What follows belongs to an exercise in optimizing a design on an open flow for a short achievable clock period and few clock cycles; a production flow would make more cautious choices. Function was checked by simulation only, so behaviour that the tests miss may differ from the original. Power figures rest on the tool's default switching activity, not on a simulated workload.

## constraint.sdc

```tcl
create_clock -name core_clock -period 10.5 [get_ports {i_clk}]
set_input_delay 2.1000 -clock core_clock [delete_from_list [all_inputs] [get_ports {i_clk}]]
set_output_delay 2.1000 -clock core_clock [all_outputs]
set_load 0.01 [all_outputs]
```

## design.v

```verilog
module pipelined (
    input wire i_clk,
    input wire i_reset,
    output reg [31:0] o_pc_debug,
    output reg o_insn_vld,
    output reg o_ctrl,
    output reg o_mispred,
    output reg [31:0] o_io_ledr,
    output reg [31:0] o_io_ledg,
    output reg [6:0] o_io_hex0,
    output reg [6:0] o_io_hex1,
    output reg [6:0] o_io_hex2,
    output reg [6:0] o_io_hex3,
    output reg [6:0] o_io_hex4,
    output reg [6:0] o_io_hex5,
    output reg [6:0] o_io_hex6,
    output reg [6:0] o_io_hex7,
    output reg [31:0] o_io_lcd,
    input wire [31:0] i_io_sw,
    output wire [13:0] o_imem_addr,
    input wire [31:0] i_imem_rdata,
    output wire [13:0] o_dmem_addr,
    output wire o_dmem_we,
    output wire [3:0] o_dmem_wmask,
    output wire [31:0] o_dmem_wdata,
    input wire [31:0] i_dmem_rdata
);
    localparam BI = 5;               
    localparam BN = 1 << BI;         
    localparam TB = 5;               
    localparam RI = 2;               
    localparam RN = 1 << RI;
    reg [31:0] pc_f;
    reg [BN-1:0]    btb_v;
    reg [TB-1:0]    btb_tag [0:BN-1];
    reg [15:2]      btb_tgt [0:BN-1];
    reg [1:0]       btb_typ [0:BN-1];    
    reg [1:0]       btb_ctr [0:BN-1];
    reg [BN-1:0]    btb_tv;              
    reg [4:0]       btb_trip [0:BN-1];   
    reg [BI-1:0]    lp_idx, lpc_idx;
    reg [4:0]       lp_cnt, lpc_cnt;
    reg [15:2]      ras [0:RN-1];
    reg [RI-1:0]    ras_p;
    reg        valid_d;
    reg [31:0] ins_d;
    reg [31:0] pc_d;
    reg [31:0] pnpc_d;       
    reg        ptk_d;        
    reg        hit_d;
    reg [1:0]  ctr_d;
    reg        pd_lui, pd_auipc, pd_jal, pd_jalr, pd_br, pd_ld, pd_st, pd_opi, pd_opr, pd_rpt;
    reg        pd_wen, pd_use1, pd_use2, pd_bimm, pd_call, pd_ret;
    reg [31:0] pd_immt, pd_immb;     
    reg        valid_e;
    reg [31:0] pc_e, pc4_e, tgt_e, pnpc_e, alt_e;
    reg        pdir_e;
    reg [31:0] a_e, b_e, s_e, pv_e;
    reg        sub_e, uns_e, sra_e;
    reg        r_add, r_xor, r_or, r_and, r_sll, r_sr, r_slt, r_pass;
    reg        br_e, jal_e, jalr_e, ld_e, st_e, wen_e, ctrl_e, rpt_e;
    reg [2:0]  f3_e;
    reg        c_eq, c_ne, c_lt, c_ge;
    reg [4:0]  rd_e;
    reg        hit_e, ret_e, bwd_e;
    reg [1:0]  ctr_e;
    reg        valid_m;
    reg [31:0] pc_m, res_m, addr_m, pnpc_m, tgt_m, pc4_m;
    reg        neqt_m, neqn_m;
    reg        we_m;
    reg [3:0]  wmask_m;
    reg [31:0] wdata_m;
    reg        bwd_m, pdir_m;
    reg        ld_m, st_m, wen_m, jalr_m, br_m, jal_m, ret_m, hit_m, tkn_m, ctrl_m, vrpt_m;
    reg [31:2] alt_m;
    reg [15:2] dm_addr;      
    reg        vrpt_w, ctrl_w, mis_w;
    reg [31:0] pc_w;
    reg [2:0]  f3_m;
    reg [4:0]  rd_m;
    reg [1:0]  ctr_m;
    reg        wen_w;
    reg [4:0]  rd_w;
    reg [31:0] res_w;
    reg [31:0] rf [1:31];
    reg [31:0] io [0:15];
    wire        red_m, red_d, stall;
    wire        red_fast;
    wire        d_pt;                    
    wire [31:0] tgt_fast, tgt_fast4;
    wire [31:0] m_wb;                    
    wire [31:0] e_res;                   
    wire [31:0] tgt_red_m, tgt_red_d;
    assign o_imem_addr = pc_f[15:2];
    reg  [BI+TB+1:2] pcb;
    wire [BI-1:0] fi = pcb[BI+1:2];
    reg  [BN-1:0] b_tk;              
    reg  [BN-1:0] b_tm;              
    reg  [15:2]   b_tx [0:BN-1];     
    reg  [15:2]   ras_top;           
    integer bi;
    always @(*) begin
        for (bi = 0; bi < BN; bi = bi + 1) begin
            b_tk[bi] = btb_v[bi] && (btb_typ[bi] != 2'd0 ||
                       (btb_tv[bi] ? (((lp_idx == bi) ? lp_cnt : 5'd0) != btb_trip[bi])
                                   : btb_ctr[bi][1]));
            b_tm[bi] = btb_tag[bi] == pcb[BI+TB+1:BI+2];
            b_tx[bi] = (btb_typ[bi] == 2'd2) ? ras_top : btb_tgt[bi];
        end
    end
    wire        f_hit = btb_v[fi] && b_tm[fi];
    wire [1:0]  f_ctr = btb_ctr[fi];
    wire        f_ptk = b_tk[fi] && b_tm[fi];
    wire [31:0] f_pc4 = pc_f + 32'd4;
    wire [15:2] f_ptgt = b_tx[fi];
    wire [31:0] f_pnpc = f_ptk ? {16'd0, f_ptgt, 2'b00} : f_pc4;
    wire        pc_keep = red_m | stall | red_d;
    wire [31:0] pc_alt = red_m ? (red_fast ? tgt_fast4 : tgt_red_m) : stall ? pc_f : tgt_red_d;
    wire [31:0] pc_n = (!pc_keep && f_ptk) ? {16'd0, f_ptgt, 2'b00} :
                       pc_keep ? pc_alt : f_pc4;
    always @(posedge i_clk or posedge i_reset) begin
        if (i_reset) pc_f <= 32'd0;
        else pc_f <= pc_n;
    end
    always @(posedge i_clk) pcb <= pc_n[BI+TB+1:2];
    always @(posedge i_clk or posedge i_reset) begin
        if (i_reset) valid_d <= 1'b0;
        else valid_d <= red_fast | (~red_m & (stall ? valid_d : ~red_d));
    end
    localparam PDW = 16 + 32 + 32 + 32;
    function automatic [PDW-1:0] predec(input [31:0] w);
        reg [4:0] op;
        reg [2:0] f3;
        reg lui, auipc, jal, jalr, br, ld, st, opi, opr, nop;
        reg [31:0] iI, iS, iB, iU, iJ;
        begin
            op = w[6:2];
            f3 = w[14:12];
            lui   = op == 5'b01101;
            auipc = op == 5'b00101;
            jal   = op == 5'b11011;
            jalr  = (op == 5'b11001) && f3 == 3'd0;
            br    = (op == 5'b11000) && f3 != 3'd2 && f3 != 3'd3;
            ld    = (op == 5'b00000) && f3 != 3'd3 && f3[2:1] != 2'b11;
            st    = (op == 5'b01000) && f3[2:1] != 2'b11 && !f3[2];
            opi   = (op == 5'b00100) && !(w[30] && f3 == 3'd1);
            opr   = (op == 5'b01100) && !(w[30] && f3 != 3'd0 && f3 != 3'd5);
            nop   = (op == 5'b00011 || op == 5'b11100) && f3 == 3'd0;
            iI = {{20{w[31]}}, w[31:20]};
            iS = {{20{w[31]}}, w[31:25], w[11:7]};
            iB = {{20{w[31]}}, w[7], w[30:25], w[11:8], 1'b0};
            iU = {w[31:12], 12'd0};
            iJ = {{12{w[31]}}, w[19:12], w[20], w[30:21], 1'b0};
            predec = {lui | auipc | jal | jalr | br | ld | st | opi | opr | nop,
                      lui, auipc, jal, jalr, br, ld, st, opi, opr,
                      (lui | auipc | jal | jalr | ld | opi | opr) && w[11:7] != 5'd0,
                      jalr | br | ld | st | opi | opr,
                      br | st | opr,
                      opi | ld | jalr | st,
                      (jal | jalr) && w[11:7] == 5'd1,
                      jalr && w[19:15] == 5'd1 && w[11:7] == 5'd0,
                      jal ? iJ : br ? iB : iU,
                      st ? iS : iI,
                      w};
        end
    endfunction
    wire [PDW-1:0] pdv_i = predec(i_imem_rdata);
    wire [PDW-1:0] pdv_m = predec(i_dmem_rdata);
    wire [PDW-1:0] pdv = red_fast ? pdv_m : pdv_i;
    always @(posedge i_clk) begin
        if (!stall || red_m) begin
            {pd_rpt, pd_lui, pd_auipc, pd_jal, pd_jalr, pd_br, pd_ld, pd_st, pd_opi, pd_opr,
             pd_wen, pd_use1, pd_use2, pd_bimm, pd_call, pd_ret, pd_immt, pd_immb, ins_d} <= pdv;
            pc_d   <= red_fast ? tgt_fast : pc_f;
            pnpc_d <= red_fast ? tgt_fast4 : f_pnpc;
            ptk_d  <= f_ptk & ~red_fast;
            hit_d  <= f_hit & ~red_fast;
            ctr_d  <= f_ctr;
        end
    end
    wire [4:0] d_op  = ins_d[6:2];
    wire [2:0] d_f3  = ins_d[14:12];
    wire       d_b30 = ins_d[30];
    wire [4:0] d_rs1 = ins_d[19:15];
    wire [4:0] d_rs2 = ins_d[24:20];
    wire [4:0] d_rd  = ins_d[11:7];
    wire d_lui   = pd_lui;
    wire d_auipc = pd_auipc;
    wire d_jal   = pd_jal;
    wire d_jalr  = pd_jalr;
    wire d_br    = pd_br;
    wire d_ld    = pd_ld;
    wire d_st    = pd_st;
    wire d_opi   = pd_opi;
    wire d_opr   = pd_opr;
    wire d_rpt   = pd_rpt;
    wire d_wen   = pd_wen;
    wire d_use1  = pd_use1;
    wire d_use2  = pd_use2;
    wire [31:0] d_pc4 = pc_d + 32'd4;
    wire [31:0] d_tgt = pc_d + pd_immt;
    wire [31:0] d_pv  = d_lui ? pd_immt : d_auipc ? d_tgt : d_pc4;
    wire [31:0] d_r1 = (d_rs1 == 5'd0) ? 32'd0 : (wen_w && rd_w == d_rs1) ? res_w : rf[d_rs1];
    wire [31:0] d_r2 = (d_rs2 == 5'd0) ? 32'd0 : (wen_w && rd_w == d_rs2) ? res_w : rf[d_rs2];
    wire        d_bimm = pd_bimm;
    wire [31:0] d_b = d_bimm ? pd_immb : d_r2;
    wire e_pw = valid_e & wen_e;
    wire m_pw = valid_m & wen_m;
    wire d1_m = e_pw && rd_e == d_rs1;
    wire d1_w = !d1_m && m_pw && rd_m == d_rs1;
    wire d2_m = e_pw && rd_e == d_rs2;
    wire d2_w = !d2_m && m_pw && rd_m == d_rs2;
    wire lu = valid_d && valid_e && ld_e && wen_e &&
              ((d_use1 && rd_e == d_rs1) || (d_use2 && rd_e == d_rs2));
    assign stall = lu;
    assign red_d = valid_d & ~ptk_d & (d_jal | (d_br & ins_d[31] & ~hit_d) | pd_ret);
    assign tgt_red_d = pd_ret ? {16'd0, ras_top, 2'b00} : d_tgt;
    wire d_alu = d_opi | d_opr;
    wire d_add = (d_alu && d_f3 == 3'd0);
    always @(posedge i_clk or posedge i_reset) begin
        if (i_reset) valid_e <= 1'b0;
        else valid_e <= ~red_m & ~stall & valid_d;
    end
    always @(posedge i_clk) begin
        pc_e   <= pc_d;
        pc4_e  <= d_pc4;
        tgt_e  <= d_tgt;
        pdir_e <= d_pt;
        alt_e  <= d_pt ? d_pc4 : d_tgt;
        pnpc_e <= red_d ? tgt_red_d : pnpc_d;
        a_e    <= d1_m ? e_res : d1_w ? m_wb : d_r1;
        b_e    <= (d2_m && !d_bimm) ? e_res : (d2_w && !d_bimm) ? m_wb : d_b;
        s_e    <= d2_m ? e_res : d2_w ? m_wb : d_r2;
        pv_e   <= d_pv;
        sub_e  <= (d_opr && d_b30 && d_f3 == 3'd0) || d_br || (d_alu && d_f3[2:1] == 2'b01);
        uns_e  <= d_br ? d_f3[1] : d_f3[0];
        sra_e  <= d_b30;
        r_add  <= d_add;
        r_xor  <= d_alu && d_f3 == 3'd4;
        r_or   <= d_alu && d_f3 == 3'd6;
        r_and  <= d_alu && d_f3 == 3'd7;
        r_sll  <= d_alu && d_f3 == 3'd1;
        r_sr   <= d_alu && d_f3 == 3'd5;
        r_slt  <= d_alu && d_f3[2:1] == 2'b01;
        r_pass <= d_lui | d_auipc | d_jal | d_jalr;
        br_e   <= d_br;
        jal_e  <= d_jal;
        jalr_e <= d_jalr;
        ld_e   <= d_ld;
        st_e   <= d_st;
        wen_e  <= d_wen;
        ctrl_e <= d_br | d_jal | d_jalr;
        rpt_e  <= d_rpt;
        f3_e   <= d_f3;
        c_eq   <= d_br && d_f3[2] == 1'b0 && d_f3[0] == 1'b0;
        c_ne   <= d_br && d_f3[2] == 1'b0 && d_f3[0] == 1'b1;
        c_lt   <= d_br && d_f3[2] == 1'b1 && d_f3[0] == 1'b0;
        c_ge   <= d_br && d_f3[2] == 1'b1 && d_f3[0] == 1'b1;
        rd_e   <= d_rd;
        hit_e  <= hit_d;
        ctr_e  <= ctr_d;
        ret_e  <= pd_ret;
        bwd_e  <= ins_d[31];
    end
    wire d_go = valid_d & ~stall;
    wire d_call = pd_call;
    wire d_ret = pd_ret;
    integer k;
    always @(posedge i_clk or posedge i_reset) begin
        if (i_reset) begin
            ras_p <= {RI{1'b0}};
            ras_top <= 14'd0;
            for (k = 0; k < RN; k = k + 1) ras[k] <= 14'd0;
        end else if (d_go && d_call) begin
            ras_p <= ras_p + 1'b1;
            ras[ras_p + 1'b1] <= d_pc4[15:2];
            ras_top <= d_pc4[15:2];
        end else if (d_go && d_ret) begin
            ras_p <= ras_p - 1'b1;
            ras_top <= ras[ras_p - 1'b1];
        end
    end
    wire d_bb_go = valid_d & ~stall & d_br & ins_d[31];
    assign d_pt = ptk_d | red_d;
    wire [BI-1:0] d_idx = pc_d[BI+1:2];
    wire [BI-1:0] m_idx = pc_m[BI+1:2];
    wire m_bb = valid_m & br_m & bwd_m;
    reg  [BI-1:0] lpc_idx_n;
    reg  [4:0]    lpc_cnt_n;
    always @(*) begin
        lpc_idx_n = lpc_idx;
        lpc_cnt_n = lpc_cnt;
        if (m_bb) begin
            lpc_idx_n = m_idx;
            if (!tkn_m) lpc_cnt_n = 5'd0;
            else if (lpc_idx != m_idx) lpc_cnt_n = 5'd1;
            else if (lpc_cnt != 5'd31) lpc_cnt_n = lpc_cnt + 5'd1;
        end
    end
    always @(posedge i_clk or posedge i_reset) begin
        if (i_reset) begin
            lpc_idx <= {BI{1'b0}};
            lpc_cnt <= 5'd0;
            lp_idx <= {BI{1'b0}};
            lp_cnt <= 5'd0;
        end else begin
            lpc_idx <= lpc_idx_n;
            lpc_cnt <= lpc_cnt_n;
            if (red_m) begin
                lp_idx <= lpc_idx_n;
                lp_cnt <= lpc_cnt_n;
            end else if (d_bb_go) begin
                lp_idx <= d_idx;
                if (!d_pt) lp_cnt <= 5'd0;
                else if (lp_idx != d_idx) lp_cnt <= 5'd1;
                else if (lp_cnt != 5'd31) lp_cnt <= lp_cnt + 5'd1;
            end
        end
    end
    wire [31:0] ea = a_e;
    wire [31:0] eb = b_e;
    wire [31:0] es = s_e;
    wire [32:0] e_sum33 = {1'b0, ea} + {1'b0, eb ^ {32{sub_e}}} + {32'd0, sub_e};
    wire [31:0] e_sum = e_sum33[31:0];
    wire        e_eq  = ea == eb;
    wire        e_ltu = ~e_sum33[32];
    wire        e_lt  = (ea[31] ^ eb[31]) ? (uns_e ? eb[31] : ea[31]) : e_ltu;
    wire [16:0] e_lo_c = {1'b0, ea[15:0]} + {1'b0, eb[15:0] ^ {16{sub_e}}} + {16'd0, sub_e};
    wire        e_c16 = e_lo_c[16];
    wire [31:16] e_bx = eb[31:16] ^ {16{sub_e}};
    wire [31:16] e_hx = ea[31:16] ^ e_bx;
    wire [31:17] e_ho = ea[30:16] | e_bx[30:16];
    wire        e_hi0 = (e_hx[31:17] == e_ho[31:17]) && (e_hx[16] == e_c16);
    wire [31:0] e_sll = ea << eb[4:0];
    wire [31:0] e_fill = {32{sra_e & ea[31]}};
    wire [31:0] e_sr = (ea >> eb[4:0]) | (e_fill & ~(32'hFFFFFFFF >> eb[4:0]));
    assign e_res = ({32{r_add}} & e_sum) |
                        ({32{r_xor}} & (ea ^ eb)) |
                        ({32{r_or}}  & (ea | eb)) |
                        ({32{r_and}} & (ea & eb)) |
                        ({32{r_sll}} & e_sll) |
                        ({32{r_sr}}  & e_sr) |
                        ({31'd0, r_slt & e_lt}) |
                        ({32{r_pass}} & pv_e);
    wire e_tkn  = (c_eq & e_eq) | (c_ne & ~e_eq) | (c_lt & e_lt) | (c_ge & ~e_lt) | jal_e;
    wire e_neq_t = tgt_e[31:1] != pnpc_e[31:1];
    wire e_neq_n = pc4_e[31:1] != pnpc_e[31:1];
    reg [3:0]  e_wmask;
    reg [31:0] e_wdata;
    always @(*) begin
        case (f3_e[1:0])
            2'd0: begin e_wmask = 4'b0001 << e_sum[1:0]; e_wdata = {4{es[7:0]}}; end
            2'd1: begin e_wmask = e_sum[1] ? 4'b1100 : 4'b0011; e_wdata = {2{es[15:0]}}; end
            default: begin e_wmask = 4'b1111; e_wdata = es; end
        endcase
    end
    always @(posedge i_clk or posedge i_reset) begin
        if (i_reset) begin
            valid_m <= 1'b0;
            vrpt_m <= 1'b0;
            we_m <= 1'b0;
        end else begin
            valid_m <= valid_e & ~red_m;
            vrpt_m <= valid_e & ~red_m & rpt_e;
            we_m <= valid_e & ~red_m & st_e & e_hi0;
        end
    end
    always @(posedge i_clk) begin
        pc_m    <= pc_e;
        res_m   <= e_res;
        addr_m  <= e_sum;
        alt_m   <= alt_e[31:2];
        dm_addr <= br_e ? alt_e[15:2] : e_sum[15:2];
        pdir_m  <= pdir_e;
        pnpc_m  <= pnpc_e;
        tgt_m   <= tgt_e;
        pc4_m   <= pc4_e;
        neqt_m  <= e_neq_t;
        neqn_m  <= e_neq_n;
        wmask_m <= e_wmask;
        wdata_m <= e_wdata;
        ld_m    <= ld_e;
        st_m    <= st_e;
        wen_m   <= wen_e;
        jalr_m  <= jalr_e;
        br_m    <= br_e;
        jal_m   <= jal_e;
        ret_m   <= ret_e;
        bwd_m   <= bwd_e;
        hit_m   <= hit_e;
        ctr_m   <= ctr_e;
        tkn_m   <= e_tkn;
        ctrl_m  <= ctrl_e;
        f3_m    <= f3_e;
        rd_m    <= rd_e;
    end
    assign o_dmem_addr  = dm_addr;
    assign o_dmem_we    = we_m;
    assign o_dmem_wmask = wmask_m;
    assign o_dmem_wdata = wdata_m;
    wire m_jmis = addr_m[31:1] != pnpc_m[31:1];
    assign red_m = valid_m & (jalr_m ? m_jmis : tkn_m ? neqt_m : neqn_m);
    assign tgt_red_m = jalr_m ? {addr_m[31:1], 1'b0} : tkn_m ? tgt_m : pc4_m;
    assign red_fast = red_m & (jalr_m | (br_m & (tkn_m != pdir_m)));
    assign tgt_fast = br_m ? {alt_m, 2'b00} : {addr_m[31:1], 1'b0};
    assign tgt_fast4 = tgt_fast + 32'd4;
    wire m_io = addr_m[31:16] == 16'h1000;
    wire m_sw = addr_m[31:16] == 16'h1001;
    wire io_we = valid_m & st_m & m_io;
    integer j;
    always @(posedge i_clk or posedge i_reset) begin
        if (i_reset) begin
            for (j = 0; j < 16; j = j + 1) io[j] <= 32'd0;
        end else if (io_we) begin
            if (wmask_m[0]) io[addr_m[15:12]][7:0]   <= wdata_m[7:0];
            if (wmask_m[1]) io[addr_m[15:12]][15:8]  <= wdata_m[15:8];
            if (wmask_m[2]) io[addr_m[15:12]][23:16] <= wdata_m[23:16];
            if (wmask_m[3]) io[addr_m[15:12]][31:24] <= wdata_m[31:24];
        end
    end
    always @(*) begin
        o_io_ledr = io[0];
        o_io_ledg = io[1];
        o_io_hex0 = io[2][6:0];
        o_io_hex1 = io[2][14:8];
        o_io_hex2 = io[2][22:16];
        o_io_hex3 = io[2][30:24];
        o_io_hex4 = io[3][6:0];
        o_io_hex5 = io[3][14:8];
        o_io_hex6 = io[3][22:16];
        o_io_hex7 = io[3][30:24];
        o_io_lcd  = io[4];
    end
    wire        m_lb = ld_m && f3_m[1:0] == 2'd0;
    wire        m_lh = ld_m && f3_m[1:0] == 2'd1;
    wire        m_lw = ld_m && f3_m[1] == 1'b1;
    wire        m_sx = ~f3_m[2];
    wire [31:0] m_ior = io[addr_m[15:12]];
    wire        s_mm = !m_io && !m_sw;
    wire [31:0] m_raw = ({32{s_mm}} & i_dmem_rdata) | ({32{m_sw}} & i_io_sw) | ({32{m_io}} & m_ior);
    wire sb0 = m_lw | (m_lh & !addr_m[1]) | (m_lb && addr_m[1:0] == 2'd0);
    wire sb1 = m_lb && addr_m[1:0] == 2'd1;
    wire sb2 = (m_lh & addr_m[1]) | (m_lb && addr_m[1:0] == 2'd2);
    wire sb3 = m_lb && addr_m[1:0] == 2'd3;
    wire sh0 = m_lw | (m_lh & !addr_m[1]);
    wire sh1 = m_lh & addr_m[1];
    wire sx7  = m_sx && m_lb && addr_m[1:0] == 2'd0;
    wire sx15 = m_sx && ((m_lb && addr_m[1:0] == 2'd1) || (m_lh && !addr_m[1]));
    wire sx23 = m_sx && m_lb && addr_m[1:0] == 2'd2;
    wire sx31 = m_sx && ((m_lb && addr_m[1:0] == 2'd3) || (m_lh && addr_m[1]));
    wire m_ext = (sx7 & m_raw[7]) | (sx15 & m_raw[15]) | (sx23 & m_raw[23]) | (sx31 & m_raw[31]);
    wire s_r = !ld_m;
    wire s_x16 = m_lb | m_lh;
    assign m_wb[7:0] = ({8{sb0}} & m_raw[7:0]) | ({8{sb1}} & m_raw[15:8]) |
                       ({8{sb2}} & m_raw[23:16]) | ({8{sb3}} & m_raw[31:24]) |
                       ({8{s_r}} & res_m[7:0]);
    assign m_wb[15:8] = ({8{sh0}} & m_raw[15:8]) | ({8{sh1}} & m_raw[31:24]) |
                        ({8{m_lb}} & {8{m_ext}}) | ({8{s_r}} & res_m[15:8]);
    assign m_wb[31:16] = ({16{m_lw}} & m_raw[31:16]) | ({16{s_x16}} & {16{m_ext}}) |
                         ({16{s_r}} & res_m[31:16]);
    always @(posedge i_clk or posedge i_reset) begin
        if (i_reset) begin
            wen_w  <= 1'b0;
            vrpt_w <= 1'b0;
            mis_w  <= 1'b0;
        end else begin
            wen_w  <= valid_m & wen_m;
            vrpt_w <= vrpt_m;
            mis_w  <= vrpt_m & ctrl_m & red_m;
        end
    end
    always @(posedge i_clk) begin
        pc_w   <= pc_m;
        ctrl_w <= ctrl_m;
    end
    always @(posedge i_clk) begin
        rd_w  <= rd_m;
        res_w <= m_wb;
    end
    always @(*) begin
        o_insn_vld = vrpt_w;
        o_pc_debug = pc_w;
        o_ctrl     = ctrl_w;
        o_mispred  = mis_w;
    end
    wire [BI-1:0] mi = pc_m[BI+1:2];
    wire m_upd = valid_m & (jal_m | jalr_m | (br_m & (hit_m | tkn_m)));
    reg [1:0] m_ctr;
    always @(*) begin
        if (!hit_m) m_ctr = 2'b10;
        else if (tkn_m) m_ctr = (ctr_m == 2'b11) ? 2'b11 : ctr_m + 2'b01;
        else m_ctr = (ctr_m == 2'b00) ? 2'b00 : ctr_m - 2'b01;
    end
    wire m_trip_we = m_bb & ~tkn_m & hit_m;
    always @(posedge i_clk or posedge i_reset) begin
        if (i_reset) begin
            btb_v <= {BN{1'b0}};
            btb_tv <= {BN{1'b0}};
        end else begin
            if (m_upd) btb_v[mi] <= 1'b1;
            if (m_trip_we) btb_tv[mi] <= (lpc_idx != m_idx) || (lpc_cnt != 5'd31);
            else if (m_upd && !hit_m) btb_tv[mi] <= 1'b0;
        end
    end
    always @(posedge i_clk) begin
        if (m_trip_we) btb_trip[mi] <= (lpc_idx == m_idx) ? lpc_cnt : 5'd0;
    end
    always @(posedge i_clk) begin
        if (m_upd) begin
            btb_tag[mi] <= pc_m[BI+TB+1:BI+2];
            btb_tgt[mi] <= jalr_m ? addr_m[15:2] : tgt_m[15:2];
            btb_typ[mi] <= br_m ? 2'd0 : ret_m ? 2'd2 : 2'd1;
            btb_ctr[mi] <= m_ctr;
        end
    end
    always @(posedge i_clk) begin
        if (wen_w) rf[rd_w] <= res_w;
    end
endmodule
```

## flow/run.sh

```bash
#!/bin/bash
# Layout flow: the standard ORFS flow (standard.sh) with two changes:
#  - the timing repair steps aim at a setup slack margin of MARGIN ns instead of 0,
#    so they keep working on the design's own critical paths while the design's
#    constraints are met with room to spare;
#  - the port buffers that the flow puts on every input and output are buf_4 cells.
# The make output goes to flow_standard.log; ORFS writes each step's log under orfs/logs.
set -euo pipefail
MARGIN=7.0
bash standard.sh SETUP_SLACK_MARGIN=$MARGIN "BUFFER_PORTS_ARGS=-buffer_cell sky130_fd_sc_hd__buf_4" finish > flow_standard.log 2>&1
```

## config.mk

```make
export PLATFORM = sky130hd
export DESIGN_NAME = pipelined
export DESIGN_NICKNAME = pipelined
export VERILOG_FILES = /design/flow/design.v
export SDC_FILE = /design/flow/constraint.sdc
export NUM_CORES = 4
export LEC_CHECK = 0
export CAP_MARGIN = 35
export CORE_MARGIN = 2
export CORE_UTILIZATION = 50
export PLACE_DENSITY = 0.68
export SLEW_MARGIN = 30
export SYNTH_MEMORY_MAX_BITS = 20000
```

## standard.sh

```bash
#!/bin/bash
# synth_recipe.tcl (not shown) runs the flow's synth.tcl, then flattens the netlist and writes it again
# the make line also repeats each setting of config.mk as NAME=value (left out here)
make -C /OpenROAD-flow-scripts/flow DESIGN_CONFIG=/design/flow/config.mk WORK_HOME=/design/flow/orfs CLKGATE_MAP_FILE= SYNTH_SCRIPT=/design/flow/synth_recipe.tcl "${@:-finish}"
```

==> results of run 1 <==
[worst reg2reg max path, cell delays in order, from the launching register on]
cell     delay (ns)
dfxtp_1        0.30
buf_4          0.24
inv_1          0.43
nor3_2         0.17
nand2_1        0.10
buf_4          0.36
o22ai_1        0.21
nor4_1         0.54
nand4_1        0.58
o21ai_2        0.41
inv_1          0.18
mux2i_1        0.19
o21ai_1        0.07
[per-layer routing]
metal	global-route usage [%]	vias to the layer above
li1	-	48600
met1	50.8	61600
met2	54.5	9542
met3	11.8	2136
met4	20.3	32
met5	0.588	-
[cell type report]
class,instances,area (um2),share of cell area (%)
Tap cell,4305,5390,2.75
Antenna cell,41,103,0.0524
Multi-Input combinational cell,7537,68600,35.1
Clock inverter,175,1910,0.979
Clock buffer,499,10200,5.21
Sequential cell,3440,93100,47.6
Inverter,240,958,0.490
Timing Repair Buffer,1488,15400,7.85
Timing Repair inverter,1,11.3,0.00576
[state kept, by name, indices dropped and copies added (netlist names), 56 cells and up, named ones only]
| name | count |
|---|---|
| btb_trip | 160 |
| btb_tag | 160 |
| io | 512 |
| rf | 992 |
| btb_ctr | 64 |
| ras | 56 |
| btb_tgt | 448 |
| btb_typ | 64 |
[cell usage in the layout (no fill, tap or decap), drive strengths merged, types with 44 or more instances in the layout]
cell type  netlist  final
edfxtp        2031   2031
buf            349   1452
nor2           765    765
mux2i          742    742
nand2          713    713
dfrtp          708    708
dfxtp          701    701
mux2           656    656
mux4           630    630
clkbuf         571    513
o21ai          477    477
a21oi          365    366
xnor2          340    340
inv            233    256
o22ai          242    242
xor2           236    236
a22oi          174    174
nand3          162    162
a211oi         158    158
ha             157    157
nand4          132    132
nor3           123    123
nor4           123    123
clkinv           7    113
a31oi           80     80
nand2b          79     79
and3            73     73
nor2b           70     70
a21o            63     63
a221oi          60     60
o211ai          56     56
a221o           55     55
a32oi           54     54
a22o            50     50
o31ai           48     48
o32ai           47     47
and2            44     44
[worst min-delay path by stage]
stage / endpoint / from / cells past startpoint / slack, ns
5_1_grt: pc_m[20]$_DFF_P_ / pc_e[20]$_DFF_P_ / 0 / 0.32
2_1_floorplan: alt_m[16]$_DFF_P_ / alt_e[16]$_DFF_P_ / 0 / 0.31
3_3_place_gp: pc_m[14]$_DFF_P_ / pc_e[14]$_DFF_P_ / 0 / 0.31
6_report: pc_w[23]$_DFF_P_ / pc_m[23]$_DFF_P_ / 0 / 0.32
4_1_cts: pc_m[20]$_DFF_P_ / pc_e[20]$_DFF_P_ / 0 / 0.32
3_5_place_dp: f3_m[2]$_DFF_P_ / f3_e[2]$_DFF_P_ / 0 / 0.31
[logic make-up (layout without fill, tap and decap cells)]
kind of cell             Yosys count  after routing
adder cells (fa/ha/maj)          159            159
buffers and inverters           1160           2403
multiplexers                    2028           2028
other                              0             41
AND/OR/NAND/NOR                 2502           2502
flip-flops                      3440           3440
AO/OA/AOI/OAI                   2271           2272
XOR/XNOR                         576            576
[metrics by stage]
stage,power [uW],util (%),setup slack (ns),hold WS (ns),cell area [um2]
after floorplan,23500,-,-1.29,0.310,162000
after global placement,28700,52.7,4.75,0.310,169000
after detailed placement,28900,52.9,5.08,0.312,170000
after CTS,44400,59.7,6.56,0.315,192000
after global routing,47000,61.0,6.46,0.324,196000
final,46200,61.0,6.49,0.323,196000
[power by group through the flow]
stage / registers [uW] / clock network, uW / logic [uW]
finish: 17700 / 13200 / 15200
global route: 17800 / 13700 / 15500
CTS: 17600 / 13200 / 13600
detailed placement: 18000 / 0 / 10900
global placement: 18000 / 0 / 10700
floorplan: 17100 / 0 / 6370
[repair_timing]
item / CTS / global route
pin swaps: 198 / 210
setup endpoints to repair: 1302 / 565
gates resized for setup: 1263 / 375
buffers inserted: 458 / 209
gates cloned: 39 / 9
==> flow_summary.yaml, run 1 <==
detailed_routing:
  dr_wl_met3_mm: 90.5
  route.vias.total: 122000
  met2_length_mm: 271
  remaining_drc_errors: 0
  routed_wire_length_per_instance_um: 36.0
  detail-route-antenna-nets: 0
  highest_layer: "met5"
  viasPerCell: 6.88
  wl_met1_mm: 233
  dr.first_iter.drc_count: 19300
  firstDrtPassIters: 12
  routed_wl_mm: 638
critical_path:
  worst-r2r-cell-count: 12
  cp_cell_sequence: "buf_4, inv_1, nor3_2, nand2_1, buf_4, o22ai_1, nor4_1, nand4_1, o21ai_2, inv_1, mux2i_1, o21ai_1"
  critical_path_required_ns: 11.23
  timing.critical_path.to_type: "register"
  worst-setup-path-type: "register to register"
  crit_path_max_incr_delay_ns: 0.58
  timing.rr.start: "pcb[4]$_DFF_P_"
  critPathArrivalTime_ns: 4.74
  wp_buf_inv: 4
  crit_start: "pcb[4]$_DFF_P_"
  worstSetupStartpointType: "register"
  timing.critical_path.fanout_max: 14
  crit_path_depth: 12
  worst_setup_path_endpoint: "pnpc_d[3]$_DFFE_PN_"
  r2r_end: "pnpc_d[3]$_DFFE_PN_"
  regToRegSetupSlack_ns: 6.49
  crit_family: "simple AND/OR/NAND/NOR gates"
  critical_path.slowest_cell: "nand4_1"
clock_network:
  numCtsBuffers: 362
  worst_skew_pair.late_latency_ns: 0.99
  cts_hold_buffers: 0
  cts.htree.levels: 5
  cts_tree: "yes"
  clk_transition_reported_paths_ns: 0.06
  clk_path_buf_depth: 4
  clock_sinks: 3440
  clock_tree.root_cell: "clkbuf_16"
place:
  port-buffer-count: 347
  dp_hpwl_mm: 399
  dpl.cell_count: 16300
  finalWeightedCongestion: 1.01
logic_synthesis:
  synth_simple_gate_area_share_pct: 7.47
  synth_fp_nets: 12400
  synth_edf_count: 2031
  synth_top_cells_by_area: "edfxtp_1 38%, dfrtp_1 11%, mux4_2 8.8%"
  synth_commonest_cells: "2,031 x edfxtp_1, 765 x nor2_1, 742 x mux2i_1"
  synth_top_family_by_area: "multiplexers"
  synth_async_sr_flop_share_pct: 20.6
  yosys.cell_count.top_type: "edfxtp_1"
  synth.cell_area_um2: 161000
  postSynthCellCount: 12100
  yosys.cell_types.count: 112
  post_synth_fa_ha_maj_area_fraction_pct: 1.24
  synthesized_area_per_cell_um2: 13.3
  post_synthesis_sequential_element_count: 3440
  synth_top_flop_cell: "edfxtp_1"
  seq_area_frac_synth_pct: 57.5
  synth_top_area_share_pct: 37.8
  synthXorXnorAreaFrac_pct: 3.13
  yosys_warnings: 4
  synth.largest_area_cell: "edfxtp_1"
  synth.area.mux_share_pct: 18.0
  fraction_of_the_mapped_netlist_area_in_compound_gates_pct: 9.59
sta:
  final-max-slew-violation-count: 0
  relSlewSlack_pct: 27.2
  setup_viol_count_final: 0
  finalWorstPathRequiredPeriod_ns: 4.01
  worstMarginPinSlew_ns: 1.08
  setup_tns_ns: 0
  max_freq_ghz: 0.249
  rsz0062_at_grt: "yes"
  period_share_pct: 38.2
  clock-skew-final_ns: 0.113
  endpoints_failing_hold: 0
finish:
  share_of_cells_above_drive_strength_1_pct: 32.2
  layout.nets: 13300
  syn2layout_area_growth_pct: 21.4
  post_layout_nonfiller_instances: 17700
  fillCellCount: 24100
global_routing:
  pin_count_of_the_biggest_net_entering_global_routing: 170
  groute.usage.overall_pct: 37.7
  grt_overflow_total: 0
  vias_in_the_first_global_route: 116000
  grt_antenna_before_repair: 63
  grt_pass1_wl_mm: 877
die:
  die_y_um: 572
  boundaryPins: 350
  core_region_area_um2: 321000
  die_area_um2: 327000
  placementRows: 208
  die_w_um: 572
  initial_core_util_pct: 50.2
power_and_ir_drop:
  power.share.sequential_pct: 38.4
  power.share.clock_pct: 28.6
  power_switching_share_pct: 36.4
  switching_power_uw: 16800
  power.internal_uw: 29400
  comb_power_share_pct: 33.0
  max-vdd-ir-drop_mv: 0.240
  pwr_density_cell_nw_per_um2: 236
  power.leakage_uw: 0.0750
run:
  maxCapViolCount: 0
status:
  outcome: "timing/DRC/antenna clean"
min_path:
  hold_path.class: "register to register"
Testbench counts, summed over its fixed seeds: cycles 94,358.
==> inputs of run 2 (changes only) <==
--- a/design.v
+++ b/design.v
@@ -74,5 +74,6 @@
     reg        ld_m, st_m, wen_m, jalr_m, br_m, jal_m, ret_m, hit_m, tkn_m, ctrl_m, vrpt_m;
     reg [31:2] alt_m;
-    reg [15:2] dm_addr;      
+    reg [15:2] dm_addr;
+    reg [15:0] io_sel_m;     
     reg        vrpt_w, ctrl_w, mis_w;
     reg [31:0] pc_w;
@@ -229,7 +230,8 @@
         alt_e  <= d_pt ? d_pc4 : d_tgt;
         pnpc_e <= red_d ? tgt_red_d : pnpc_d;
-        a_e    <= d1_m ? e_res : d1_w ? m_wb : d_r1;
-        b_e    <= (d2_m && !d_bimm) ? e_res : (d2_w && !d_bimm) ? m_wb : d_b;
-        s_e    <= d2_m ? e_res : d2_w ? m_wb : d_r2;
+        a_e    <= ({32{d1_m}} & e_res) | ({32{d1_w}} & m_wb) | ({32{!d1_m && !d1_w}} & d_r1);
+        b_e    <= ({32{d2_m && !d_bimm}} & e_res) | ({32{d2_w && !d_bimm}} & m_wb) |
+                  ({32{d_bimm || (!d2_m && !d2_w)}} & d_b);
+        s_e    <= ({32{d2_m}} & e_res) | ({32{d2_w}} & m_wb) | ({32{!d2_m && !d2_w}} & d_r2);
         pv_e   <= d_pv;
         sub_e  <= (d_opr && d_b30 && d_f3 == 3'd0) || d_br || (d_alu && d_f3[2:1] == 2'b01);
@@ -372,4 +374,5 @@
         alt_m   <= alt_e[31:2];
         dm_addr <= br_e ? alt_e[15:2] : e_sum[15:2];
+        io_sel_m <= 16'd1 << e_sum[15:12];
         pdir_m  <= pdir_e;
         pnpc_m  <= pnpc_e;
@@ -436,5 +439,10 @@
     wire        m_lw = ld_m && f3_m[1] == 1'b1;
     wire        m_sx = ~f3_m[2];
-    wire [31:0] m_ior = io[addr_m[15:12]];
+    reg  [31:0] m_ior;
+    integer ii;
+    always @(*) begin
+        m_ior = 32'd0;
+        for (ii = 0; ii < 16; ii = ii + 1) m_ior = m_ior | ({32{io_sel_m[ii]}} & io[ii]);
+    end
     wire        s_mm = !m_io && !m_sw;
     wire [31:0] m_raw = ({32{s_mm}} & i_dmem_rdata) | ({32{m_sw}} & i_io_sw) | ({32{m_io}} & m_ior);
--- a/config.mk
+++ b/config.mk
@@ -8,6 +8,5 @@
 export CAP_MARGIN = 35
 export CORE_MARGIN = 2
-export CORE_UTILIZATION = 50
-export PLACE_DENSITY = 0.68
+export CORE_UTILIZATION = 40
 export SLEW_MARGIN = 30
 export SYNTH_MEMORY_MAX_BITS = 20000
==> flow_summary.yaml, run 2 <==
detailed_routing:
  viasPerCell: 6.41
  firstDrtPassIters: 7
  dr.first_iter.drc_count: 17000
  remaining_drc_errors: 0
  routed_wl_mm: 643
  routed_wire_length_per_instance_um: 34.7
  detail-route-antenna-nets: 0
  route.vias.total: 119000
logic_synthesis:
  post_synthesis_sequential_element_count: 3456
  seq_area_frac_synth_pct: 58.0
  synth_top_area_share_pct: 38.0
  yosys.cell_count.top_type: "edfxtp_1"
  postSynthCellCount: 12000
  synth_commonest_cells: "2,031 x edfxtp_1, 743 x nand2_1, 717 x dfxtp_1"
  yosys_warnings: 4
  synth_top_cells_by_area: "edfxtp_1 38%, dfrtp_1 11%, dfxtp_1 9.0%"
  synth_async_sr_flop_share_pct: 20.5
  synthesized_area_per_cell_um2: 13.3
  synth_fp_nets: 12300
  synth.cell_area_um2: 160000
  yosys.cell_types.count: 111
  synth_edf_count: 2031
  synth_top_flop_cell: "edfxtp_1"
  synth.largest_area_cell: "edfxtp_1"
min_path:
  hold_path.class: "register to register"
  timing.hold.worst.start: "alt_e[23]$_DFF_P_"
  min_path_cells: 0
power_and_ir_drop:
  max-vdd-ir-drop_mv: 0.199
  power.leakage_uw: 0.0739
  total_power_uw: 44600
  pwr_density_cell_nw_per_um2: 229
die:
  core_region_area_um2: 399000
  initial_core_util_pct: 40.2
  placementRows: 232
  die_area_um2: 406000
  boundaryPins: 350
  die_y_um: 637
  die_w_um: 637
sta:
  relSlewSlack_pct: 6.21
  clock-skew-final_ns: 0.116
  setup_viol_count_final: 0
  max_freq_ghz: 0.265
  period_share_pct: 35.9
  worstMarginPinSlew_ns: 1.41
  finalWorstPathRequiredPeriod_ns: 3.77
  hold-worst-slack_ns: 0.302
  final-max-slew-violation-count: 0
  rsz0062_at_grt: "yes"
  endpoints_failing_hold: 0
critical_path:
  worstSetupStartpointType: "register"
  crit_path_depth: 13
  timing.critical_path.to_type: "register"
  critical_path_required_ns: 11.38
  critPathArrivalTime_ns: 4.65
  wp_buf_inv: 1
  timing.rr.start: "sub_e$_DFF_P_"
  crit_start: "sub_e$_DFF_P_"
  critical_path.slowest_cell: "a221o_2"
  timing.critical_path.fanout_max: 5
  crit_family: "compound AO/OA/AOI/OAI gates"
  crit_path_frequent_cell: "a221o_2"
  crit_path_max_incr_delay_ns: 0.52
  worst-setup-path-type: "register to register"
  worst-r2r-cell-count: 13
  cp_cell_sequence: "buf_12, xor2_2, ha_1, nor2b_2, o21ai_2, a21boi_2, o21a_2, or2_4, a31oi_4, xnor2_4, a221o_2, a221o_2, mux2_2"
run:
  maxCapViolCount: 0
finish:
  post_layout_nonfiller_instances: 18500
  syn2layout_area_growth_pct: 21.6
  final_cell_mix: "2,031 x edfxtp_1, 846 x buf_4, 708 x nand2_1"
  largest_registers: "rf (992), io (512), btb_tgt (448)"
  share_of_cells_above_drive_strength_1_pct: 31.7
  final_core_util_pct: 48.9
  number_of_flip_flops_under_the_largest_register_name: 992
  reg_with_most_ffs: "rf"
  layout.cells.most_common: "edfxtp_1"
  design_area_um2: 195000
  layout.nets: 13100
  multi_input_comb_area_um2: 67300
  seqCellArea_um2: 93500
  fillCellCount: 34000
global_routing:
  grt_pass1_wl_mm: 882
  groute.usage.overall_pct: 30.4
  grt_overflow_total: 0
  grt_antenna_before_repair: 58
  vias_in_the_first_global_route: 114000
  pin_count_of_the_biggest_net_entering_global_routing: 146
clock_network:
  clock_tree.root_cell: "clkbuf_16"
  numCtsBuffers: 374
  clock_sinks: 3456
  clk_path_buf_depth: 4
  cts.htree.levels: 5
  cts_tree: "yes"
  worst_skew_pair.late_latency_ns: 1.02
  clk_transition_reported_paths_ns: 0.07
status:
  outcome: "timing/DRC/antenna clean"
place:
  port-buffer-count: 347
  dp_hpwl_mm: 403
  place_area_um2: 170000
  finalWeightedCongestion: 0.992
  dpl.cell_count: 17100
run 2: repair_timing:
action	4_1_cts	5_1_grt
endpoints found under the setup margin	2303	641
gates cloned	41	13
hold buffers	0	0
pin swaps	146	181
buffers inserted	419	163
gates resized for setup	1149	392
run 2: per-stage QoR:
step	TNS, ns	worst slack (ns)
6_report	0	6.73
5_1_grt	0	6.69
4_1_cts	0	6.75
3_5_place_dp	0	5.30
3_3_place_gp	0	5.34
2_1_floorplan	-916.07	-1.29
run 2: path summary, 6_finish.rpt:
check	endpoint	slack, ns
hold / removal	alt_m[23]$_DFF_P_	0.30
min in group asynchronous	btb_v[18]$_DFFE_PP0P_	1.27
setup reg to reg	b_e[8]$_DFF_P_	6.73
hold reg to reg	alt_m[23]$_DFF_P_	0.30
setup / recovery	b_e[8]$_DFF_P_	6.73
max in group asynchronous	ras[2][8]$_DFFE_PP0P_	7.23
run 2: metal layers:
layer  up-vias  track usage (%)  wire length [um]
li1      48100                -                 -
met3      1559             8.76             79600
met5         -                0               293
met4        24             13.9             35700
met1     61300             41.7            253000
met2      7833             44.5            275000
run 2: cell type report:
type | instances | share of cell area [%]
clock inverter | 185 | 0.896
multi-input combinational | 7442 | 34.5
timing repair inverter | 1 | 0.00449
clock buffer | 504 | 5.40
antenna | 52 | 0.0667
inverter | 249 | 0.509
tap | 5265 | 3.38
sequential | 3456 | 47.9
timing repair buffer | 1366 | 7.31
run 2: kinds of logic after synthesis:
kind of cell,after synthesis,synth area share (%)
AO/OA/AOI/OAI,2300,9.83
XOR/XNOR,570,3.11
adder cells (fa/ha/maj),158,1.24
buffers and inverters,1146,2.97
flip-flops,3456,58.0
multiplexers,1962,17.6
AND/OR/NAND/NOR,2447,7.23
run 2: power breakdown:
group          internal (uW)  total, uW  switching [uW]
sequential             16200      17800            1530
combinational           4940      13500            8600
clock                   7550      13300            5770
total                  28700      44600           15900
Testbench counts of run 2, summed over its fixed seeds: cycles 94,358.
==> inputs of run 3 (changes only) <==
--- a/config.mk
+++ b/config.mk
@@ -8,5 +8,6 @@
 export CAP_MARGIN = 35
 export CORE_MARGIN = 2
-export CORE_UTILIZATION = 40
+export CORE_UTILIZATION = 50
+export PLACE_DENSITY = 0.68
 export SLEW_MARGIN = 30
 export SYNTH_MEMORY_MAX_BITS = 20000
==> flow_summary.yaml, run 3 <==
logic_synthesis:
  synth_fp_nets: 12300
  yosys_warnings: 4
  yosys.cell_types.count: 111
  synth_edf_count: 2031
  synth_commonest_cells: "2,031 x edfxtp_1, 743 x nand2_1, 717 x dfxtp_1"
  synth_top_flop_cell: "edfxtp_1"
  postSynthCellCount: 12000
  seq_area_frac_synth_pct: 58.0
  synth_async_sr_flop_share_pct: 20.5
  post_synthesis_sequential_element_count: 3456
  synth_top_area_share_pct: 38.0
  yosys.cell_count.top_type: "edfxtp_1"
  synth_top_cells_by_area: "edfxtp_1 38%, dfrtp_1 11%, dfxtp_1 9.0%"
  synthesized_area_per_cell_um2: 13.3
  synth.cell_area_um2: 160000
  synth.largest_area_cell: "edfxtp_1"
clock_network:
  clk_transition_reported_paths_ns: 0.06
  clk_path_buf_depth: 4
  clock_tree.root_cell: "clkbuf_16"
  clock_sinks: 3456
  cts_tree: "yes"
  numCtsBuffers: 365
  cts.htree.levels: 5
  worst_skew_pair.late_latency_ns: 1.00
detailed_routing:
  route.vias.total: 118000
  routed_wire_length_per_instance_um: 35.3
  routed_wl_mm: 611
  viasPerCell: 6.81
  firstDrtPassIters: 9
  remaining_drc_errors: 0
  detail-route-antenna-nets: 0
  dr.first_iter.drc_count: 17200
finish:
  layout.nets: 13100
  multi_input_comb_area_um2: 67000
  final_cell_mix: "2,031 x edfxtp_1, 817 x buf_4, 698 x nand2_1"
  layout.cells.most_common: "edfxtp_1"
  seqCellArea_um2: 93500
  share_of_cells_above_drive_strength_1_pct: 30.8
  post_layout_nonfiller_instances: 17300
  number_of_flip_flops_under_the_largest_register_name: 992
  final_core_util_pct: 60.3
  fillCellCount: 23800
  design_area_um2: 192000
  reg_with_most_ffs: "rf"
  largest_registers: "rf (992), io (512), btb_tgt (448)"
  syn2layout_area_growth_pct: 19.8
die:
  core_region_area_um2: 319000
  placementRows: 207
  die_y_um: 570
  initial_core_util_pct: 50.3
  boundaryPins: 350
  die_area_um2: 325000
  die_w_um: 570
critical_path:
  worst-r2r-cell-count: 17
  crit_path_frequent_cell: "buf_6"
  timing.critical_path.to_type: "register"
  worstSetupStartpointType: "register"
  critical_path_required_ns: 11.33
  cp_cell_sequence: "buf_12, buf_16, buf_6, buf_6, xor2_1, ha_1, inv_4, nor3_4, nand4_1, o211ai_4, buf_12, mux2i_2, a21oi_2, nand4_1, buf_6, a221o_2, o21a_1"
  crit_family: "compound AO/OA/AOI/OAI gates"
  critical_path.slowest_cell: "a221o_2"
  wp_buf_inv: 7
  critPathArrivalTime_ns: 4.67
  timing.critical_path.fanout_max: 6
  crit_path_max_incr_delay_ns: 0.45
  crit_path_depth: 17
  worst-setup-path-type: "register to register"
global_routing:
  grt_overflow_total: 0
  vias_in_the_first_global_route: 114000
  pin_count_of_the_biggest_net_entering_global_routing: 124
  groute.usage.overall_pct: 36.5
  grt_pass1_wl_mm: 849
  grt_antenna_before_repair: 33
min_path:
  hold_path.class: "register to register"
  min_path_cells: 0
sta:
  endpoints_failing_hold: 0
  max_freq_ghz: 0.260
  worstMarginPinSlew_ns: 1.04
  final-max-slew-violation-count: 0
  period_share_pct: 36.6
  postLayoutSetupSlackWorst_ns: 6.65
  rsz0062_at_grt: "yes"
  finalWorstPathRequiredPeriod_ns: 3.85
  setup_viol_count_final: 0
  relSlewSlack_pct: 30.1
  clock-skew-final_ns: 0.117
power_and_ir_drop:
  power.leakage_uw: 0.0734
  pwr_density_cell_nw_per_um2: 228
  max-vdd-ir-drop_mv: 0.159
place:
  dpl.cell_count: 16000
  finalWeightedCongestion: 1.01
  port-buffer-count: 347
  dp_hpwl_mm: 384
  place_area_um2: 168000
  pre_cts_ws_ns: 5.30
run:
  maxCapViolCount: 0
status:
  outcome: "timing/DRC/antenna clean"
## run 3: where the power goes
group	internal [uW]	switching [uW]	total [uW]
clock	7690	5580	13300
combinational	4610	8030	12600
sequential	16200	1600	17800
## run 3: path summary, 6_finish.rpt
check                                        from  slack, ns                     to
worst max-delay path                sub_e$_DFF_P_       6.65        b_e[17]$_DFF_P_
worst min-delay path            alt_e[10]$_DFF_P_       0.28      alt_m[10]$_DFF_P_
worst max register to register      sub_e$_DFF_P_       6.65        b_e[17]$_DFF_P_
worst min register to register  alt_e[10]$_DFF_P_       0.28      alt_m[10]$_DFF_P_
max in group asynchronous                 i_reset       7.26  io[3][19]$_DFFE_PP0P_
min in group asynchronous                 i_reset       1.21  btb_v[11]$_DFFE_PP0P_
## run 3: routing by layer
| metal | vias up | global-route usage (%) | routed length [um] |
|---|---|---|---|
| li1 | 47800 | - | - |
| met1 | 59900 | 48.6 | 225000 |
| met2 | 8369 | 55.3 | 271000 |
| met3 | 1775 | 9.10 | 75200 |
| met4 | 16 | 19.3 | 40100 |
| met5 | - | 0 | 109 |
## run 3: layout make-up
class / instances / share of cell area (%)
Clock buffer: 514 / 5.42
Inverter: 249 / 0.510
Multi-Input combinational cell: 7442 / 34.9
Clock inverter: 163 / 0.963
Timing Repair Buffer: 1298 / 6.85
Tap cell: 4180 / 2.72
Antenna cell: 12 / 0.0156
Sequential cell: 3456 / 48.7
## run 3: worst register-to-register path, cell delays in order, from the launching register on
cell      delay, ns
dfxtp_4        0.39
buf_12         0.16
buf_16         0.16
buf_6          0.13
buf_6          0.10
xor2_1         0.15
ha_1           0.36
inv_4          0.05
nor3_4         0.27
nand4_1        0.27
o211ai_4       0.24
buf_12         0.17
mux2i_2        0.07
a21oi_2        0.24
nand4_1        0.15
buf_6          0.16
a221o_2        0.45
o21a_1         0.20
## run 3: repair_timing
item                                     CTS  global route
hold buffers                               0             0
gates resized for setup                 1118           292
setup buffers                            415           134
cloned                                    29            13
pin swaps                                153           124
endpoints found under the setup margin  1804           956
endpoints found under the hold margin      0             0
## run 3: logic make-up (layout without fill, tap and decap cells)
family | Yosys count | after routing | share of synthesized area [%]
adders and majority gates | 158 | 158 | 1.24
other | 0 | 12 | 0
xor gates and xnor gates | 570 | 570 | 3.11
AOI/OAI and AO/OA | 2300 | 2301 | 9.83
muxes | 1962 | 1962 | 17.6
buffers and inverters | 1146 | 2224 | 2.97
and+or+nand+nor | 2447 | 2451 | 7.23
DFF | 3456 | 3456 | 58.0
## run 3: stage by stage
stage	hold WS [ns]	TNS [ns]	power [uW]
after floorplan	0.310	-916.07	23000
after global placement	0.310	0	27600
after detailed placement	0.312	0	27800
after CTS	0.288	0	42600
after global routing	0.299	0	44700
final	0.279	0	43700
==> inputs of run 4 (changes only) <==
--- a/design.v
+++ b/design.v
@@ -91,4 +91,5 @@
     wire [31:0] tgt_fast, tgt_fast4;
     wire [31:0] m_wb;                    
+    wire [31:0] m_fw;                    
     wire [31:0] e_res;                   
     wire [31:0] tgt_red_m, tgt_red_d;
@@ -214,5 +215,7 @@
     wire lu = valid_d && valid_e && ld_e && wen_e &&
               ((d_use1 && rd_e == d_rs1) || (d_use2 && rd_e == d_rs2));
-    assign stall = lu;
+    wire lu2 = valid_d && valid_m && ld_m && wen_m && !f3_m[2] && !f3_m[1] &&
+               ((d_use1 && rd_m == d_rs1) || (d_use2 && rd_m == d_rs2));
+    assign stall = lu | lu2;
     assign red_d = valid_d & ~ptk_d & (d_jal | (d_br & ins_d[31] & ~hit_d) | pd_ret);
     assign tgt_red_d = pd_ret ? {16'd0, ras_top, 2'b00} : d_tgt;
@@ -230,8 +233,8 @@
         alt_e  <= d_pt ? d_pc4 : d_tgt;
         pnpc_e <= red_d ? tgt_red_d : pnpc_d;
-        a_e    <= ({32{d1_m}} & e_res) | ({32{d1_w}} & m_wb) | ({32{!d1_m && !d1_w}} & d_r1);
-        b_e    <= ({32{d2_m && !d_bimm}} & e_res) | ({32{d2_w && !d_bimm}} & m_wb) |
+        a_e    <= ({32{d1_m}} & e_res) | ({32{d1_w}} & m_fw) | ({32{!d1_m && !d1_w}} & d_r1);
+        b_e    <= ({32{d2_m && !d_bimm}} & e_res) | ({32{d2_w && !d_bimm}} & m_fw) |
                   ({32{d_bimm || (!d2_m && !d2_w)}} & d_b);
-        s_e    <= ({32{d2_m}} & e_res) | ({32{d2_w}} & m_wb) | ({32{!d2_m && !d2_w}} & d_r2);
+        s_e    <= ({32{d2_m}} & e_res) | ({32{d2_w}} & m_fw) | ({32{!d2_m && !d2_w}} & d_r2);
         pv_e   <= d_pv;
         sub_e  <= (d_opr && d_b30 && d_f3 == 3'd0) || d_br || (d_alu && d_f3[2:1] == 2'b01);
@@ -467,4 +470,7 @@
     assign m_wb[31:16] = ({16{m_lw}} & m_raw[31:16]) | ({16{s_x16}} & {16{m_ext}}) |
                          ({16{s_r}} & res_m[31:16]);
+    assign m_fw[7:0] = m_wb[7:0];
+    assign m_fw[15:8] = ({8{sh0}} & m_raw[15:8]) | ({8{sh1}} & m_raw[31:24]) | ({8{s_r}} & res_m[15:8]);
+    assign m_fw[31:16] = ({16{m_lw}} & m_raw[31:16]) | ({16{s_r}} & res_m[31:16]);
     always @(posedge i_clk or posedge i_reset) begin
         if (i_reset) begin
--- a/config.mk
+++ b/config.mk
@@ -8,6 +8,5 @@
 export CAP_MARGIN = 35
 export CORE_MARGIN = 2
-export CORE_UTILIZATION = 50
-export PLACE_DENSITY = 0.68
+export CORE_UTILIZATION = 40
 export SLEW_MARGIN = 30
 export SYNTH_MEMORY_MAX_BITS = 20000
==> flow_summary.yaml, run 4 <==
logic_synthesis:
  synthesized_area_per_cell_um2: 13.3
  post_synthesis_sequential_element_count: 3456
  synth.largest_area_cell: "edfxtp_1"
  synth_async_sr_flop_share_pct: 20.5
  synth_edf_count: 2031
  yosys.cell_types.count: 108
  postSynthCellCount: 12100
  yosys_warnings: 4
  synth_top_flop_cell: "edfxtp_1"
  seq_area_frac_synth_pct: 57.9
  synth_fp_nets: 12300
  synth_commonest_cells: "2,031 x edfxtp_1, 783 x nand2_1, 717 x dfxtp_1"
  synth_top_area_share_pct: 37.9
  synth.cell_area_um2: 161000
  synth_top_cells_by_area: "edfxtp_1 38%, dfrtp_1 11%, mux4_2 9.0%"
  yosys.cell_count.top_type: "edfxtp_1"
critical_path:
  worstSetupStartpointType: "register"
  worst-setup-path-type: "register to register"
  timing.critical_path.to_type: "register"
  worst-r2r-cell-count: 11
  timing.critical_path.fanout_max: 15
  regToRegSetupSlack_ns: 6.55
  critical_path_required_ns: 11.26
  critPathArrivalTime_ns: 4.71
  timing.rr.start: "pcb[4]$_DFF_P_"
  r2r_end: "pnpc_d[8]$_DFFE_PN_"
place:
  port-buffer-count: 347
  place_area_um2: 170000
  dp_hpwl_mm: 409
  finalWeightedCongestion: 1.01
  dpl.cell_count: 17100
  pre_cts_ws_ns: 5.13
power_and_ir_drop:
  comb_power_share_pct: 29.7
  pwr_density_cell_nw_per_um2: 228
  power.share.clock_pct: 30.1
  power.leakage_uw: 0.0733
  power.share.sequential_pct: 40.2
  switching_power_uw: 15500
  max-vdd-ir-drop_mv: 0.194
  power_switching_share_pct: 35.1
  power.internal_uw: 28700
sta:
  setup_tns_ns: 0
  finalWorstPathRequiredPeriod_ns: 3.95
  period_share_pct: 37.6
  max_freq_ghz: 0.253
  clock-skew-final_ns: 0.104
  worstMarginPinSlew_ns: 1.04
  setup_viol_count_final: 0
  final-max-slew-violation-count: 0
  endpoints_failing_hold: 0
  rsz0062_at_grt: "yes"
  postLayoutSetupSlackWorst_ns: 6.55
  relSlewSlack_pct: 30.3
clock_network:
  numCtsBuffers: 372
  cts.htree.levels: 5
  worst_skew_pair.late_latency_ns: 1.02
  cts_tree: "yes"
  clk_path_buf_depth: 4
  clock_sinks: 3456
  clock_tree.root_cell: "clkbuf_16"
  clk_transition_reported_paths_ns: 0.06
finish:
  design_area_um2: 193000
  reg_with_most_ffs: "rf"
  layout.cells.most_common: "edfxtp_1"
  layout.nets: 13100
  final_cell_mix: "2,031 x edfxtp_1, 757 x buf_4, 729 x nand2_1"
  share_of_cells_above_drive_strength_1_pct: 30.6
  final_core_util_pct: 48.3
  syn2layout_area_growth_pct: 20.2
  largest_registers: "rf (992), io (512), btb_tgt (448)"
  fillCellCount: 34200
  multi_input_comb_area_um2: 66800
  number_of_flip_flops_under_the_largest_register_name: 992
  seqCellArea_um2: 93500
  post_layout_nonfiller_instances: 18400
detailed_routing:
  routed_wl_mm: 641
  viasPerCell: 6.36
  routed_wire_length_per_instance_um: 34.7
  firstDrtPassIters: 9
  dr.first_iter.drc_count: 15400
  remaining_drc_errors: 0
  detail-route-antenna-nets: 0
  route.vias.total: 117000
global_routing:
  grt_overflow_total: 0
  pin_count_of_the_biggest_net_entering_global_routing: 142
  grt_antenna_before_repair: 71
  groute.usage.overall_pct: 30.4
  grt_pass1_wl_mm: 881
  vias_in_the_first_global_route: 113000
status:
  outcome: "timing/DRC/antenna clean"
die:
  core_region_area_um2: 400000
  boundaryPins: 350
  initial_core_util_pct: 40.2
  die_y_um: 638
  die_area_um2: 407000
  die_w_um: 638
  placementRows: 232
min_path:
  timing.hold.worst.start: "pc_e[22]$_DFF_P_"
  hold_path.class: "register to register"
  min_to: "pc_m[22]$_DFF_P_"
  min_path_cells: 0
run:
  maxCapViolCount: 0
-- run 4: changes by cell type in the layout (fill, tap and decap cells not counted), sizes merged, moves of 16 or more --
cell,delta
a211oi,-87
o21ai,+44
nand2,+39
a221o,-38
diode,+26
xnor2,-24
mux4,+22
o211ai,+22
nor3,-18
clkbuf,-17
mux2i,+17
buf,-16
-- run 4: worst max-delay path, stage by stage, from the launching register on --
cell and delay, ns:
dfxtp_1 0.36, buf_6 0.30, nor3_1 0.17, buf_4 0.20
nand2_1 0.43, buf_4 0.33, o22ai_1 0.10, nor4_1 0.63
nand4_1 0.45, o21ai_0 0.38, mux2_4 0.26, a21oi_2 0.05
-- run 4: worst max-delay path by stage --
stage                          startpoint                  end  slack [ns]  depth (start not counted)
floorplan                         i_reset            async pin       -1.29                          1
global route                sub_e$_DFF_P_      b_e[28]$_DFF_P_        6.57                         14
CTS                 lp_idx[0]$_DFFE_PP0P_  pnpc_d[3]$_DFFE_PN_        6.67                         14
global placement           b_e[0]$_DFF_P_       b_e[0]$_DFF_P_        5.16                         13
finish                     pcb[4]$_DFF_P_  pnpc_d[8]$_DFFE_PN_        6.55                         11
detailed placement         b_e[0]$_DFF_P_       b_e[0]$_DFF_P_        5.13                         13
-- run 4: through the flow --
step	hold WS [ns]	total power, uW
2_1_floorplan	0.310	23100
3_3_place_gp	0.309	27900
3_5_place_dp	0.312	28100
4_1_cts	0.291	43300
5_1_grt	0.282	45300
6_report	0.270	44100
-- run 4: cell families (layout without fill, tap and decap cells) --
group	after synthesis	after routing	synth area share (%)
buffers and inverters	1150	2210	2.97
other	0	38	0
xor gates and xnor gates	556	556	3.03
muxes	2016	2016	18.1
DFF	3456	3456	57.9
AOI/OAI and AO/OA	2237	2237	9.35
and+or+nand+nor	2509	2510	7.47
adders and majority gates	158	158	1.24
-- run 4: power groups by stage --
| stage | Sequential (uW) | Clock [uW] | Combinational [uW] |
|---|---|---|---|
| 6_report | 17700 | 13300 | 13100 |
| 5_1_grt | 17800 | 14000 | 13500 |
| 4_1_cts | 17700 | 13400 | 12200 |
| 3_5_place_dp | 18000 | 0 | 10100 |
| 3_3_place_gp | 18000 | 0 | 9970 |
| 2_1_floorplan | 17200 | 0 | 5910 |
-- run 4: metal layers --
metal | global-route usage, % | routed length [um] | vias to the layer above | share of wire, %
met1 | 39.4 | 240000 | 60400 | 38
met4 | 18.7 | 46100 | 18 | 7.2
met2 | 46.9 | 290000 | 7245 | 45
li1 | - | - | 47900 | -
met3 | 6.17 | 64300 | 1676 | 10
met5 | 0 | 97 | - | 0.015
-- run 4: area by class of cell --
cell class / count / share of cell area, %
sequential: 3456 / 48.4
multi-input combinational: 7477 / 34.6
timing repair buffer: 1275 / 6.77
clock buffer: 507 / 5.42
tap: 5265 / 3.41
clock inverter: 181 / 0.912
inverter: 247 / 0.501
antenna: 38 / 0.0492
-- run 4: repair_timing --
action / CTS / global route
resized for setup: 1122 / 290
setup buffers: 379 / 149
pin swaps: 113 / 117
hold buffers: 0 / 0
endpoints found under the setup margin: 1652 / 708
gates cloned: 35 / 4
Testbench counts of run 4, summed over its fixed seeds: cycles 95,054.

-- static timing again, ports no longer ideal --
No port has a modelled driver above. Below, the same layouts with a new extraction and two added sets of constraints.
Step 1, drivers: a clkbuf_16 drives i_clk and a buf_2 each remaining input, both assumed.
Step 2 also shifts input and output timing later by t, the mid clock arrival at the registers, as if the neighbouring blocks saw the same clock.
a / b / c = ideal / step 1 / step 2; a / b = the first two.
run | shift t [ns] | setup slack, ns | hold slack, ns | worst register clock-pin slew, ns | pins driven straight from the clock port
run 1 | 1.036 | 6.490 / 6.490 / 5.845 | 0.323 / 0.323 / 0.323 | 0.07 / 0.07 | 1
run 2 | 1.071 | 6.728 / 6.677 / 5.780 | 0.302 / 0.302 / 0.302 | 0.08 / 0.08 | 1
run 3 | 1.048 | 6.654 / 6.654 / 5.786 | 0.279 / 0.279 / 0.279 | 0.07 / 0.07 | 1
run 4 | 1.084 | 6.550 / 6.550 / 5.876 | 0.270 / 0.270 / 0.270 | 0.07 / 0.07 | 1
After both steps setup and hold are still met in every run listed. For run 2, which loses most, drivers alone change the setup slack by -0.051 ns; drivers and shift together by -0.948 ns.
